What follows belongs to an exercise in optimizing a design on an open flow for small area; a production flow would make more cautious choices. Function was checked by simulation only, so behaviour that the tests miss may differ from the original. Power and IR drop assume default switching activity.

==> design/flow/design.v <==
module hvsync_generator(clk, rst, vga_h_sync, vga_v_sync, inDisplayArea, CounterX, CounterY);
input clk;
input rst;
output vga_h_sync, vga_v_sync;
output inDisplayArea;
output [9:0] CounterX;
output [8:0] CounterY;
reg [9:0] CounterX;
reg [8:0] CounterY;
wire CounterXmaxed = (CounterX==10'h2FF);
always @(posedge clk, posedge rst)
if(rst)
	CounterX <= 0;
else if(CounterXmaxed)
	CounterX <= 0;
else
	CounterX <= CounterX + 1;
always @(posedge clk, posedge rst)
if(rst)
	CounterY <= 0;
else if(CounterXmaxed) CounterY <= CounterY + 1;
reg	vga_HS, vga_VS;
always @(posedge clk, posedge rst)
if(rst) begin
	vga_HS <= 0;
	vga_VS <= 0;
end
else begin
	vga_HS <= (CounterX[9:4]==6'h29);  
	vga_VS <= (CounterY==500);  
end
reg inDisplayArea;
always @(posedge clk, posedge rst)
if(rst)
	inDisplayArea <= 0;
else if(inDisplayArea==0)
	inDisplayArea <= (CounterXmaxed) && (CounterY<478);
else
	inDisplayArea <= !(CounterX==629);
assign vga_h_sync = ~vga_HS;
assign vga_v_sync = ~vga_VS;
endmodule
module pong(clk, rst, Movleft, Movright, vga_h_sync, vga_v_sync, vga_R, vga_G, vga_B, Shoot);
input clk, rst, Movleft, Movright, Shoot;
output vga_h_sync, vga_v_sync, vga_R, vga_G, vga_B;
wire inDisplayArea;
wire [9:0] CounterX;
wire [8:0] CounterY;
integer start;
integer GameO;
hvsync_generator syncgen(.clk(clk), .rst(rst), .vga_h_sync(vga_h_sync), .vga_v_sync(vga_v_sync), 
  .inDisplayArea(inDisplayArea), .CounterX(CounterX), .CounterY(CounterY));
reg [8:0] PaddlePosition;  
reg [19:0] accum;
wire pps = (accum == 0);
always @(posedge clk, posedge rst) begin
    if(rst) begin
        PaddlePosition <= 249;
        accum <= 0;
    end
    else begin
        accum <= (pps ? 5_000 : accum) - 1;  
        if (pps && (start == 0) && (GameO==0)) begin
                if(Movright)
                   begin
                   	   if(~&PaddlePosition)begin         
                   		  PaddlePosition <= PaddlePosition + 1;
                   	   end
                   end
                else if (Movleft)
                   begin
                   	   if(|PaddlePosition)begin         
                   		   PaddlePosition <= PaddlePosition - 1;
                   	   end
                   end
        end
        if(start == 1) begin
            PaddlePosition <= 249;
        end
    end
end
reg ball_inX, ball_inY;
reg [9:0] ballX;  
reg [8:0] ballY;  
always @(posedge clk, posedge rst)
        if(rst) ball_inX <= 0;
        else if(ball_inX==0) ball_inX <= (CounterX==ballX) & ball_inY; 
        else ball_inX <= !(CounterX==ballX+16);  
always @(posedge clk, posedge rst)
        if(rst) ball_inY <= 0;
        else if(ball_inY==0) ball_inY <= (CounterY==ballY); 
        else ball_inY <= !(CounterY==ballY+16);  
wire ball = ball_inX & ball_inY;
wire border = (CounterX[9:3]==0) || (CounterX[9:3]==78) || (CounterY[8:3]==0) || (CounterY[8:3]==59);  
wire paddle = (CounterX>=PaddlePosition+8) && (CounterX<=PaddlePosition+120) && (CounterY[8:4]==27);  
wire BouncingObject = border | paddle;  
wire deatharea = (CounterX>=0) && (CounterX<=640) && (CounterY[8:4]==28);  
reg [8:4] y0; 
reg [8:4] y1;
reg [8:4] y2;
reg [8:4] y3;
reg [8:4] y4;
reg [8:4] y5;
reg [8:4] y6;
reg [8:4] y7;
reg [8:4] y8;
wire block0 =  (CounterX>=40) && (CounterX<= 100) && (CounterY[8:4] == y0);
wire block1 = (CounterX>=102) && (CounterX<= 162) && (CounterY[8:4] == y1);
wire block2 = (CounterX>=164) && (CounterX<= 224) && (CounterY[8:4] == y2);
wire block3 = (CounterX>=226) && (CounterX<= 286) && (CounterY[8:4] == y3);
wire block4 = (CounterX>=288) && (CounterX<= 348) && (CounterY[8:4] == y4);
wire block5 = (CounterX>=350) && (CounterX<= 410) && (CounterY[8:4] == y5);
wire block6 = (CounterX>=412) && (CounterX<= 472) && (CounterY[8:4] == y6);
wire block7 = (CounterX>=474) && (CounterX<= 534) && (CounterY[8:4] == y7);
wire block8 = (CounterX>=536) && (CounterX<= 596) && (CounterY[8:4] == y8);
wire blocks = block0 | block1 | block2 | block3 | block4 | block5 | block6 | block7 | block8;
reg ResetCollision;
always @(posedge clk, posedge rst) if(rst) ResetCollision <= 0; else ResetCollision <= (CounterY==500) & (CounterX==0);   
reg CollisionX1, CollisionX2, CollisionY1, CollisionY2;
always @(posedge clk, posedge rst) if(rst) CollisionX1<=0; else if(ResetCollision) CollisionX1<=0; else if(BouncingObject & (CounterX==ballX   ) & (CounterY==ballY+ 8)) CollisionX1<=1;
always @(posedge clk, posedge rst) if(rst) CollisionX2<=0; else if(ResetCollision) CollisionX2<=0; else if(BouncingObject & (CounterX==ballX+16) & (CounterY==ballY+ 8)) CollisionX2<=1;
always @(posedge clk, posedge rst) if(rst) CollisionY1<=0; else if(ResetCollision) CollisionY1<=0; else if(BouncingObject & (CounterX==ballX+ 8) & (CounterY==ballY   )) CollisionY1<=1;
always @(posedge clk, posedge rst) if(rst) CollisionY2<=0; else if(ResetCollision) CollisionY2<=0; else if(BouncingObject & (CounterX==ballX+ 8) & (CounterY==ballY+16)) CollisionY2<=1;
reg Block00Collision, Block01Collision, Block10Collision, Block11Collision, Block20Collision, Block21Collision, Block30Collision, Block31Collision, Block40Collision, Block41Collision, Blcok50Collision, Blcok51Collision, Block60Collision, Block61Collision, Block70Collision, Block71Collision, Block80Collision, Block81Collision;
always @(posedge clk, posedge rst) if(rst) Block00Collision<=0; else if(ResetCollision) Block00Collision<=0; else if(block0 & (CounterX==ballX) & (CounterY==ballY+8)) Block00Collision<=1;  
always @(posedge clk, posedge rst) if(rst) Block01Collision<=0; else if(ResetCollision) Block01Collision<=0; else if(block0 & (CounterX==ballX+8) & (CounterY==ballY)) Block01Collision<=1;
always @(posedge clk, posedge rst) if(rst) Block10Collision<=0; else if(ResetCollision) Block10Collision<=0; else if(block1 & (CounterX==ballX) & (CounterY==ballY+8)) Block10Collision<=1;  
always @(posedge clk, posedge rst) if(rst) Block11Collision<=0; else if(ResetCollision) Block11Collision<=0; else if(block1 & (CounterX==ballX+8) & (CounterY==ballY)) Block11Collision<=1;
always @(posedge clk, posedge rst) if(rst) Block20Collision<=0; else if(ResetCollision) Block20Collision<=0; else if(block2 & (CounterX==ballX) & (CounterY==ballY+8)) Block20Collision<=1;  
always @(posedge clk, posedge rst) if(rst) Block21Collision<=0; else if(ResetCollision) Block21Collision<=0; else if(block2 & (CounterX==ballX+8) & (CounterY==ballY)) Block21Collision<=1;
always @(posedge clk, posedge rst) if(rst) Block30Collision<=0; else if(ResetCollision) Block30Collision<=0; else if(block3 & (CounterX==ballX) & (CounterY==ballY+8)) Block30Collision<=1;  
always @(posedge clk, posedge rst) if(rst) Block31Collision<=0; else if(ResetCollision) Block31Collision<=0; else if(block3 & (CounterX==ballX+8) & (CounterY==ballY)) Block31Collision<=1;
always @(posedge clk, posedge rst) if(rst) Block40Collision<=0; else if(ResetCollision) Block40Collision<=0; else if(block4 & (CounterX==ballX) & (CounterY==ballY+8)) Block40Collision<=1;  
always @(posedge clk, posedge rst) if(rst) Block41Collision<=0; else if(ResetCollision) Block41Collision<=0; else if(block4 & (CounterX==ballX+8) & (CounterY==ballY)) Block41Collision<=1;
always @(posedge clk, posedge rst) if(rst) Blcok50Collision<=0; else if(ResetCollision) Blcok50Collision<=0; else if(block5 & (CounterX==ballX) & (CounterY==ballY+8)) Blcok50Collision<=1;  
always @(posedge clk, posedge rst) if(rst) Blcok51Collision<=0; else if(ResetCollision) Blcok51Collision<=0; else if(block5 & (CounterX==ballX+8) & (CounterY==ballY)) Blcok51Collision<=1;
always @(posedge clk, posedge rst) if(rst) Block60Collision<=0; else if(ResetCollision) Block60Collision<=0; else if(block6 & (CounterX==ballX) & (CounterY==ballY+8)) Block60Collision<=1;  
always @(posedge clk, posedge rst) if(rst) Block61Collision<=0; else if(ResetCollision) Block61Collision<=0; else if(block6 & (CounterX==ballX+8) & (CounterY==ballY)) Block61Collision<=1;
always @(posedge clk, posedge rst) if(rst) Block70Collision<=0; else if(ResetCollision) Block70Collision<=0; else if(block7 & (CounterX==ballX) & (CounterY==ballY+8)) Block70Collision<=1;  
always @(posedge clk, posedge rst) if(rst) Block71Collision<=0; else if(ResetCollision) Block71Collision<=0; else if(block7 & (CounterX==ballX+8) & (CounterY==ballY)) Block71Collision<=1;
always @(posedge clk, posedge rst) if(rst) Block80Collision<=0; else if(ResetCollision) Block80Collision<=0; else if(block8 & (CounterX==ballX) & (CounterY==ballY+8)) Block80Collision<=1;  
always @(posedge clk, posedge rst) if(rst) Block81Collision<=0; else if(ResetCollision) Block81Collision<=0; else if(block8 & (CounterX==ballX+8) & (CounterY==ballY)) Block81Collision<=1;
wire BlockCollision = Block00Collision | Block01Collision | Block10Collision | Block11Collision | Block20Collision | Block21Collision | Block30Collision | Block31Collision | Block40Collision | Block41Collision | Blcok50Collision | Blcok51Collision | Block60Collision | Block61Collision | Block70Collision | Block71Collision | Block80Collision | Block81Collision;
reg CollisionDeath;
always @(posedge clk, posedge rst) if(rst) CollisionDeath<=0; else if(ResetCollision) CollisionDeath<=0; else if(deatharea & (CounterX==ballX   ) & (CounterY==ballY+ 8)) CollisionDeath<=1;  
wire BCollision = ResetCollision;
reg [2:0] lives;
integer livereset;
integer exitstart;
integer respawn;
integer death;
reg [2:0] lives_n;
reg lives_dec;
integer GameO_n, livereset_n, respawn_n, start_n;
reg [8:4] y0_n, y1_n, y2_n, y3_n, y4_n, y5_n, y6_n, y7_n, y8_n;
always @* begin
    lives_n = lives; lives_dec = 0;
    GameO_n = GameO; livereset_n = livereset; respawn_n = respawn; start_n = start;
    y0_n = y0; y1_n = y1; y2_n = y2; y3_n = y3; y4_n = y4; y5_n = y5; y6_n = y6; y7_n = y7; y8_n = y8;
        if(BCollision | CollisionDeath | (lives_n==0) | Shoot)
        begin 
            if((Block00Collision | Block01Collision) & (respawn_n==0))
                y0_n = 30;
            else if((Block10Collision | Block11Collision) & (respawn_n==0))
                y1_n = 30;
            else if((Block20Collision | Block21Collision) & (respawn_n==0))
                y2_n = 30;
            else if((Block30Collision | Block31Collision) & (respawn_n==0))
                y3_n = 30;
            else if((Block40Collision | Block41Collision) & (respawn_n==0))
                y4_n = 30;
            else if((Blcok50Collision | Blcok51Collision) & (respawn_n==0))
                y5_n = 30;
            else if((Block60Collision | Block61Collision) & (respawn_n==0))
                y6_n = 30;
            else if((Block70Collision | Block71Collision) & (respawn_n==0))
                y7_n = 30;
            else if((Block80Collision | Block81Collision) & (respawn_n==0))
                y8_n = 30;
            else if(CollisionDeath && (livereset_n <= 0) && (GameO_n==0) && (start_n==0)) begin        
                lives_dec = 1;
                livereset_n = 1;
                end
            else if (Shoot && (GameO_n==0)) livereset_n = 0;
             if(Shoot && (GameO_n==1)) begin
                y0_n = 7; y1_n = 7; y2_n = 7; y3_n = 7; y4_n = 7; y5_n = 7; y6_n = 7; y7_n = 7; y8_n = 7;
                lives_n = 3;
                livereset_n = 1;
                start_n = 1;
                GameO_n = 0;
            end
            if(lives_n == 0) begin
                 GameO_n = 1;
            end
            if((exitstart == 1) && (start_n == 1)) begin
                start_n = 0;
            end
        end
        else if(y0_n==30 & y1_n==30 & y2_n==30 & y3_n==30 & y4_n==30 & y5_n==30 & y6_n==30 & y7_n==30 & y8_n==30)
        begin
            respawn_n = 1;
            lives_n = lives_n+1;
            y0_n = 7; y1_n = 7; y2_n = 7; y3_n = 7; y4_n = 7; y5_n = 7; y6_n = 7; y7_n = 7; y8_n = 7;
        end
        if(death==1 & respawn_n==1) begin
            respawn_n = 0;
        end
end
always @(posedge clk, posedge rst) begin
    if(rst) begin
        lives <= 3;
        GameO <= 0;
        y0 <= 7; y1 <= 7; y2 <= 7; y3 <= 7; y4 <= 7; y5 <= 7; y6 <= 7; y7 <= 7; y8 <= 7;
        livereset <= 0;
        respawn <= 0;
        start <= 1;
    end
    else begin
        lives <= lives_dec ? lives-1 : lives_n;
        GameO <= GameO_n;
        y0 <= y0_n; y1 <= y1_n; y2 <= y2_n; y3 <= y3_n; y4 <= y4_n; y5 <= y5_n; y6 <= y6_n; y7 <= y7_n; y8 <= y8_n;
        livereset <= livereset_n;
        respawn <= respawn_n;
        start <= start_n;
    end
end
reg [8:4] a0, a1, a2, a3, a4, a5;
reg [9:0] b0, b1, b2, b3, b4, b5, b6, b7, b8, b9, b10;
wire Gtop = (CounterX>=125) && (CounterX<=190) && (CounterY[8:4]==a0);       
wire Gbottom = (CounterX>=125) && (CounterX<=190) && (CounterY[8:4]==a1);    
wire Gmiddle = (CounterX>=165) && (CounterX<=190) && (CounterY[8:4]==a2);    
wire Gleft = (CounterX>=b0) && (CounterX<=135) && (CounterY[8:6]==3);       
wire Gright = (CounterX>=b1) && (CounterX<=190) && (CounterY[8:5]==7);      
wire Aleft = (CounterX>=b2) && (CounterX<=220) && (CounterY[8:6]==3);       
wire Aright = (CounterX>=b3) && (CounterX<=275) && (CounterY[8:6]==3);      
wire Atop = (CounterX>=210) && (CounterX<=275) && (CounterY[8:4]==a0);       
wire Amid = (CounterX>=210) && (CounterX<=275) && (CounterY[8:4]==a2);       
wire Mleft = (CounterX>=b4) && (CounterX<=305) && (CounterY[8:6]==3);       
wire Mright = (CounterX>=b5) && (CounterX<=360) && (CounterY[8:6]==3);      
wire Mtop1 = (CounterX>=295) && (CounterX<=322) && (CounterY[8:4]==a0);      
wire Mtop2 = (CounterX>=333) && (CounterX<=360) && (CounterY[8:4]==a0);      
wire Mmid = (CounterX>=b6) && (CounterX<=333) && (CounterY[8:6]==3);        
wire Eleft = (CounterX>=b7) && (CounterX<=390) && (CounterY[8:6]==3);       
wire Etop = (CounterX>=380) && (CounterX<=445) && (CounterY[8:4]==a0);       
wire Emid = (CounterX>=380) && (CounterX<=445) && (CounterY[8:4]==a2);       
wire Ebottom = (CounterX>=380) && (CounterX<=445) && (CounterY[8:4]==a1);    
wire Oleft = (CounterX>=b0) && (CounterX<=135) && (CounterY[8:6]==5);       
wire Oright = (CounterX>=b1) && (CounterX<=190) && (CounterY[8:6]==5);      
wire Otop = (CounterX>=125) && (CounterX<=190) && (CounterY[8:4]==a3);       
wire Obottom = (CounterX>=125) && (CounterX<=190) && (CounterY[8:4]==a5);    
wire Vleft = (CounterX>=b2) && (CounterX<=220) && (CounterY[8:5]==10);       
wire Vleft1 = (CounterX>=b2) && (CounterX<=220) && (CounterY[8:4]==19);      
wire Vleft2 = (CounterX>=b8) && (CounterX<=230) && (CounterY[8:4]==22);      
wire Vright = (CounterX>=b3) && (CounterX<=275) && (CounterY[8:5]==10);      
wire Vright1 = (CounterX>=b3) && (CounterX<=275) && (CounterY[8:4]==19);     
wire Vright2 = (CounterX>=b9) && (CounterX<=265) && (CounterY[8:4]==22);     
wire Vbottom = (CounterX>=230) && (CounterX<=255) && (CounterY[8:4]==a5);     
wire E2left = (CounterX>=b4) && (CounterX<=305) && (CounterY[8:6]==5);      
wire E2top = (CounterX>=295) && (CounterX<=360) && (CounterY[8:4]==a3);      
wire E2mid = (CounterX>=295) && (CounterX<=360) && (CounterY[8:4]==a4);      
wire E2bottom = (CounterX>=295) && (CounterX<=360) && (CounterY[8:4]==a5);   
wire Rleft = (CounterX>=b7) && (CounterX<=390) && (CounterY[8:6]==5);       
wire Rtop = (CounterX>=380) && (CounterX<=445) && (CounterY[8:4]==a3);       
wire Rmid = (CounterX>=380) && (CounterX<=435) && (CounterY[8:4]==a4);       
wire Rright = (CounterX>=b7) && (CounterX<=390) && (CounterY[8:5]==11);     
wire Rright2 = (CounterX>=b10) && (CounterX<=445) && (CounterY[8:4]==20);    
wire Rright3 = (CounterX>=b10) && (CounterX<=445) && (CounterY[8:5]==11);    
wire GameOver = Rright2 | Rright3 | Rleft | Rtop | Rmid | Rright | Gtop | Gbottom |Gmiddle | Gleft | Gright | Aleft | Aright | Atop | Amid | Mleft | Mright | Mtop1 | Mtop2 | Mmid | Eleft | Etop | Emid | Ebottom | Oleft | Oright | Otop | Obottom | Vleft | Vright | Vbottom | E2left | E2top | E2mid | E2bottom | Vleft2 | Vright2 | Vright1 | Vleft1;
always @(posedge clk, posedge rst)begin
    if(rst) begin
        a0 <= 30; a1 <= 30; a2 <= 30; a3 <= 30; a4 <= 30; a5 <= 30; b0 <= 136; b1 <= 191; b2 <= 221; b3 <= 276; b4 <= 306; b5 <= 361; b6 <= 334; b7 <= 391; b8 <= 231; b9 <= 266; b10 <= 446;
    end
    else begin
        if(GameO == 1)begin
            a0 <= 11; a1 <= 15; a2 <= 13; a3 <= 19; a4 <= 21; a5 <= 23; b0 <= 125; b1 <= 180; b2 <= 210; b3 <= 265; b4 <= 295; b5 <= 350; b6 <= 322; b7 <= 380; b8 <= 220; b9 <= 255; b10 <= 435;
        end
        else if(GameO == 0)begin
            a0 <= 30; a1 <= 30; a2 <= 30; a3 <= 30; a4 <= 30; a5 <= 30; b0 <= 136; b1 <= 191; b2 <= 221; b3 <= 276; b4 <= 306; b5 <= 361; b6 <= 334; b7 <= 391; b8 <= 231; b9 <= 266; b10 <= 446;
        end
    end
end
reg [8:4] c, c0, c1, c2;
reg [9:0] d1, d2, d3, d4;
wire threetop = (CounterX>=257) && (CounterX<=322) && (CounterY[8:4]==c0);  
wire threemid = (CounterX>=257) && (CounterX<=322) && (CounterY[8:4]==c1);  
wire threebottom = (CounterX>=257) && (CounterX<=322) && (CounterY[8:4]==c2);  
wire threeleft = (CounterX>=d4) && (CounterX<=322) && (CounterY[8:6]==3);  
wire twoleft = (CounterX>=d1) && (CounterX<= 267) && (CounterY[8:5]==7);  
wire tworight = (CounterX>=d3) && (CounterX<=322) && (CounterY[8:5]==6);  
wire onemid = (CounterX>=d2) && (CounterX<=295) && (CounterY[8:6]==3);  
wire onetop = (CounterX>=257) && (CounterX<=295) && (CounterY[8:4]==c); 
wire countdown = onemid | onetop | threebottom | threetop | threemid | threeleft | twoleft | tworight;
reg [27:0] accum1;
wire pps1 = (accum1 == 0);
reg [3:0] i;
reg s;
reg [3:0] i_n;
reg s_n;
reg [8:4] c_n, c0_n, c1_n, c2_n;
reg [9:0] d1_n, d2_n, d3_n, d4_n;
always @* begin
        i_n = i; s_n = s; c_n = c; c0_n = c0; c1_n = c1; c2_n = c2; d1_n = d1; d2_n = d2; d3_n = d3; d4_n = d4;
        if(pps1 && (start==1))begin
            i_n = i_n+1;
        end
        else if(start == 0) begin
            s_n = 0;
        end
        if(i_n==1)begin
            c0_n = 11; c1_n = 13; c2_n = 15; d4_n = 312;
        end
        if(i_n==2)begin
            d1_n = 257; d3_n = 312; d4_n = 323;
        end
        if(i_n==3)begin
            d1_n = 268; d2_n = 285; d3_n = 323; c0_n = 30; c1_n = 30; c_n = 11;
        end
        if(i_n==4)begin
            s_n = 1;
            c2_n = 30; d2_n = 296; c_n = 30;
            i_n = 0;
        end
end
always @(posedge clk, posedge rst) begin
    if(rst) begin
        accum1 <= 0;
        i <= 0;
        s <= 0;
        c <= 30; c0 <= 30; c1 <= 30; c2 <= 30; d1 <= 268; d2 <= 296; d3 <= 323; d4 <= 323;
    end
    else begin
        accum1 <= (pps1 ? 500_000 : accum1) - 1;
        i <= i_n; s <= s_n;
        c <= c_n; c0 <= c0_n; c1 <= c1_n; c2 <= c2_n; d1 <= d1_n; d2 <= d2_n; d3 <= d3_n; d4 <= d4_n;
    end
end
integer exitstart_n;
always @* begin
       exitstart_n = exitstart;
       if(s==1) begin
           exitstart_n = 1;
       end
       if((start==0) && (exitstart_n==1))begin
           exitstart_n = 0;
       end
end
always @(posedge clk, posedge rst)begin
    if(rst) begin
        exitstart <= 0;
    end
    else begin
        exitstart <= exitstart_n;
    end
end
wire UpdateBallPosition = ResetCollision;   
reg ball_dirX, ball_dirY;
integer negX;
integer negY;
integer posX;
integer posY;
reg [9:0] ballX_n;
reg [8:0] ballY_n;
reg ball_dirX_n, ball_dirY_n;
integer negX_n, negY_n, posX_n, posY_n, death_n;
always @* begin
    ballX_n = ballX; ballY_n = ballY; ball_dirX_n = ball_dirX; ball_dirY_n = ball_dirY;
    negX_n = negX; negY_n = negY; posX_n = posX; posY_n = posY; death_n = death;
        if(UpdateBallPosition && (GameO==0))
        begin
        	if(~(CollisionX1 & CollisionX2) & !death_n & (respawn==0) | BlockCollision)         
        	begin
        		ballX_n = ballX + (ball_dirX ? negX_n : posX_n);  
        		if(CollisionX2) ball_dirX_n = 1; 
        		else if(CollisionX1) ball_dirX_n = 0;
        		else if(BlockCollision & (posX_n == 0) & (negX_n == 0)) begin
        		      posX_n = 2;
        		      negX_n = -2;
        		      ball_dirY_n = 0;
        		      if(PaddlePosition > 249)
        		          ball_dirX_n = 0;
        		      else if(PaddlePosition < 249)
        		          ball_dirX_n = 1;
        		end
        		else if(BlockCollision & (ball_dirX==1) & (ball_dirY==0)) ball_dirY_n = 1;
        		else if(BlockCollision & (ball_dirX==0) & (ball_dirY==0)) ball_dirY_n = 1;
        		else if(BlockCollision & (ball_dirX==1) & (ball_dirY==1)) ball_dirY_n = 0;
        		else if(BlockCollision & (ball_dirX==0) & (ball_dirY==1)) ball_dirY_n = 0;
        	end
        	if(~(CollisionY1 & CollisionY2 & (respawn==0)) & !death_n | BlockCollision)         
        	begin
        		ballY_n = ballY + (ball_dirY ? negY_n : posY_n);  
        		if(CollisionY2) ball_dirY_n = 1; 
        		else if(CollisionY1) begin
        		  ball_dirY_n = 0;
        		  negX_n = -2;
        		  posX_n = 2;
        		end
        	end
        	if(CollisionDeath | (respawn==1))  
        	begin
        	   ballX_n = PaddlePosition+50;
               ballY_n = 420;
               negX_n = 0;  
               posX_n = 0;  
               negY_n = 0;
               posY_n = 0;
               death_n = 1;  
        	end
        	else if(death_n==1) begin
        	   ballX_n = PaddlePosition+55;
        	   if(Shoot && (start==0))begin  
        	       negY_n = -16;
        	       posY_n = 16;
        	       death_n = 0;
        	    end
        	end
        end
end
always @(posedge clk, posedge rst) begin
if(rst)begin
    negX <= 0; negY <= 0; posX <= 0; posY <= 0;
    death <= 1;
    ballX <= 180;
    ballY <= 420;
    ball_dirX <= 0;
    ball_dirY <= 0;
end
else begin
    negX <= negX_n; negY <= negY_n; posX <= posX_n; posY <= posY_n;
    death <= death_n;
    ballX <= ballX_n;
    ballY <= ballY_n;
    ball_dirX <= ball_dirX_n;
    ball_dirY <= ball_dirY_n;
end
end
wire R = BouncingObject | ball | GameOver;  
wire G = BouncingObject | ball | blocks | GameOver;
wire B = BouncingObject | ball | blocks | GameOver | countdown;
reg vga_R, vga_G, vga_B;
always @(posedge clk, posedge rst)
if(rst) begin
	vga_R <= 0;
	vga_G <= 0;
	vga_B <= 0;
end
else begin
	vga_R <= R & inDisplayArea;
	vga_G <= G & inDisplayArea;
	vga_B <= B & inDisplayArea;
end
endmodule
==> design/flow/run.sh <==
#!/bin/bash
# synth_recipe.tcl (not shown) runs the flow's synth.tcl, then flattens the netlist and writes it again
# the make line also repeats each setting of config.mk as NAME=value (left out here)
make -C /OpenROAD-flow-scripts/flow DESIGN_CONFIG=/design/flow/config.mk WORK_HOME=/design/flow/orfs CLKGATE_MAP_FILE= SYNTH_SCRIPT=/design/flow/synth_recipe.tcl finish
==> design/flow/config.mk <==
export PLATFORM = sky130hd
export DESIGN_NAME = pong
export DESIGN_NICKNAME = pong
export VERILOG_FILES = /design/flow/design.v
export SDC_FILE = /design/flow/constraint.sdc
export NUM_CORES = 4
export LEC_CHECK = 0
export CAP_MARGIN = 20
export CORE_MARGIN = 2
export CORE_UTILIZATION = 40
export SLEW_MARGIN = 20
==> design/flow/constraint.sdc <==
create_clock -name core_clock -period 20.0 [get_ports {clk}]
set_input_delay 4.0000 -clock core_clock [delete_from_list [all_inputs] [get_ports {clk}]]
set_output_delay 4.0000 -clock core_clock [all_outputs]
set_load 0.01 [all_outputs]
==> flow_metrics.py <==
metrics = {
    "drt": {
        "vias_per_cell": 5.583,
        "dr.pass1.iters": 6,
        "num_vias": 14000,
        "wl_per_cell_microns": 17.46,
        "drt-initial-drc-count": 981,
        "drc_errors": 0,
        "drtAntennaViolNets": 0,
        "finalWirelength_microns": 43800,
    },
    "synthesis": {
        "syn_area_sq_mm": 0.01809,
        "ys_warn_count": 2,
        "yosysSeqAreaShare_pct": 45.59,
        "synth.top_cell.area_share_pct": 40.80,
        "synthCells": 1903,
        "syn_area_per_cell_sq_um": 9.509,
        "synth_area_leader_cell": "dfrtp_1",
        "syn-num-nets": 2007,
        "synth-seq-cells": 328,
        "ys.flop_type": "dfrtp_1",
        "yosys-top-cells-area": "dfrtp_1 41%, ha_1 6.6%, dfstp_2 4.8%",
        "synth-async-reset-ratio_pct": 100.0,
        "yosysUniqueCellTypes": 92,
        "synth-edff-count": 0,
    },
    "floorplan": {
        "io-pin-count": 10,
        "core_area_sq_mm": 0.04441,
        "dieWidth_microns": 216.7,
        "die-area_sq_mm": 0.04695,
        "start_util_pct": 40.74,
        "num_rows": 77,
        "die_height_microns": 216.7,
    },
    "sta": {
        "rsz0062_at_grt": "no",
        "period_needed_ns": 6.060,
        "drv_slew": 0,
        "hold_violations": 0,
        "hold_slack_ns": 0.4629,
        "fin_worst_skew_ns": 0.01953,
        "slew_headroom_pct": 26.23,
        "setup_viol": 0,
        "fmax_mhz": 165.0,
        "fin_setup_tns_ns": 0,
        "worstMarginPinSlew_ns": 1.103,
        "post-route-period-util_pct": 30.30,
    },
    "critical_path": {
        "cp_data_required_time_ns": 20.48,
        "worstSetupEndpointType": "flop",
        "crit_path_max_fanout": 9,
        "crit_type": "in -> reg",
        "slowest_stage": "clkdlybuf4s50_1",
        "slowest_delay_ns": 0.51,
        "arrival_ns": 6.54,
        "cp-start-kind": "input port",
        "crit_chain": "clkdlybuf4s50_1 -> inv_1 -> fa_1 -> a21o_1 -> a21oi_1 -> nor2b_1 -> o21ai_0 -> a21oi_1 -> xnor2_1 -> or3_1 -> a21oi_1",
        "path_common_cell": "a21oi_1",
    },
    "run_status": {
        "status": "finished clean",
    },
    "clock_tree": {
        "htreeDepth": 2,
        "cts_resized": 0,
        "postCtsSetupBuffers": 0,
        "root_buffer": "clkbuf_16",
        "clock-sinks": 328,
        "tritoncts": "yes",
        "clkLatencyLatePin_ns": 0.56,
        "postCtsHoldBufs": 0,
        "clk_path_buf_depth": 3,
        "cts_buffers": 38,
        "clk_pin_slew_worst_paths_ns": 0.05,
    },
    "place": {
        "dpl.hpwl_microns": 30150,
        "gp_congestion": 0.9730,
        "placed_area_sq_mm": 0.01876,
        "io_buffers": 9,
        "placed_cells": 2438,
    },
    "global_route": {
        "grt_start_max_net_pins": 197,
        "grt_pass1_vias": 13780,
        "grt_usage_pct": 19.16,
        "overflow": 0,
        "grt_pass1_wl_microns": 73060,
        "antenna_found_initial": 0,
    },
    "power": {
        "irDropWorstVdd_mv": 0.06426,
        "p_leak_uw": 0.009480,
        "powerDensity_mw_per_mm2": 69.84,
    },
    "layout": {
        "final_cell_mix": "295 x dfrtp_1, 198 x nor2_1, 133 x nand2_1, 109 x nor2b_1, 96 x ha_1",
        "area_growth_pct": 10.77,
        "final_cell_area_sq_mm": 0.02004,
        "instances_no_fill": 2508,
        "fin_nets": 1991,
        "drive_gt1_share_pct": 8.455,
        "layout_commonest_cell": "dfrtp_1",
        "antennaDiodeCount": 0,
    },
    "worst_hold_path": {
        "hold_path.class": "reg -> reg",
    },
    "flow_run": {
        "maxCapViolCount": 0,
    },
}
-- worst max-delay path, delay by kind of cell --
| family | cells | cell delay (ns) |
|---|---|---|
| simple gates | 2 | 0.39 |
| buf+inv | 2 | 0.70 |
| compound gates | 5 | 0.81 |
| fa+ha+maj | 1 | 0.50 |
| xor+xnor | 1 | 0.14 |
-- report_power, final --
| group | switching (uW) | internal (uW) | leakage, uW |
|---|---|---|---|
| Clock | 279 | 417 | 0.000600 |
| Sequential | 2.56 | 666 | 0.00431 |
| Combinational | 25.4 | 10.0 | 0.00457 |
-- flip-flops by register name (all words and copies together), names as in the netlist, 10 cells and up --
name,count
posX,32
exitstart,32
accum,20
negX,32
ballX,10
accum1,28
syncgen.CounterX,10
respawn,32
start,32
-- metal layers --
metal	GRT usage [%]	share of wire, %
met1	27.14	47
met5	0	0
met2	29.93	45
met4	6.416	2.8
met3	3.032	4.8
-- path summary, 6_finish.rpt --
path	start	endpoint	slack (ns)	cells after the start
setup / recovery	Movright	PaddlePosition[8]	13.94	11
min in group asynchronous	rst	negX[17]	4.03	2
max in group asynchronous	rst	respawn[16]	14.48	4
hold / removal	accum[0]	accum[0]	0.46	1
hold reg to reg	accum[0]	accum[0]	0.46	1
setup reg to reg	syncgen.CounterX[0]	vga_B	15.58	10
-- per-stage QoR --
stage / worst slack (ns) / util [%] / power, uW
after floorplan: 6.972 / - / 705.6
after global placement: 13.41 / 42.22 / 714.8
after detailed placement: 13.40 / 42.23 / 715.8
after CTS: 13.98 / 45.05 / 1422
after global routing: 13.73 / 45.13 / 1454
final: 13.94 / 45.13 / 1400
-- Yosys cell counts, types with 13 or more instances --
cell,count
nand3_1,51
xnor2_1,66
nand4_1,31
inv_1,69
ha_1,96
a31oi_1,23
a21o_1,16
nor3_1,54
xor2_1,59
dfstp_2,33
nand2_1,133
or3_1,14
and3_1,13
nor2_1,200
nor2b_1,109
or4_1,15
clkbuf_1,66
o211ai_1,17
nor4_1,76
a21oi_1,94
o21ai_0,91
dfrtp_1,295
nand2b_1,23
and2_1,39
-- layout make-up --
type                            instances  area (sq um)
Multi-Input combinational cell       1421          9263
Inverter                               69         266.5
Clock buffer                           56          1039
Sequential cell                       328          8249
Timing Repair Buffer                   29         272.8
Fill cell                            4161         24370
Tap cell                              592         740.7
Clock inverter                         13         214.0
-- cell families (layout without fill, tap and decap cells) --
family                     Yosys count  count (layout)  synth area share (%)
and+or+nand+nor                    823             823                 24.24
adders and majority gates           99              99                 6.970
xor gates and xnor gates           125             125                 6.050
DFF                                328             328                 45.59
buffers and inverters              154             167                 3.319
muxes                               24              24                 1.431
AOI/OAI and AO/OA                  350             350                 12.41

## separate check: timing with driven ports
The flow's constraints put no driver on any port. The routed layout listed below was extracted and timed again, unchanged, in two steps.
Step 1, drivers: a clkbuf_16 drives clk and a buf_2 each remaining input, both assumed.
Step 2 also shifts input and output timing later by t, the mid clock arrival at the registers, as if the neighbouring blocks saw the same clock.
Three values: ideal ports, drivers, drivers and shift; two values: the first two.
t (ns): 0.605
slack for setup (ns): 13.940 / 13.946 / 13.340
slew at the worst register clock pin (ns): 0.06 / 0.06
worst slew at a driven data input, ns: 0.05
After both steps this run still meets setup and hold. The setup slack of this run moves by +0.006 ns with the drivers and by -0.600 ns with both steps.
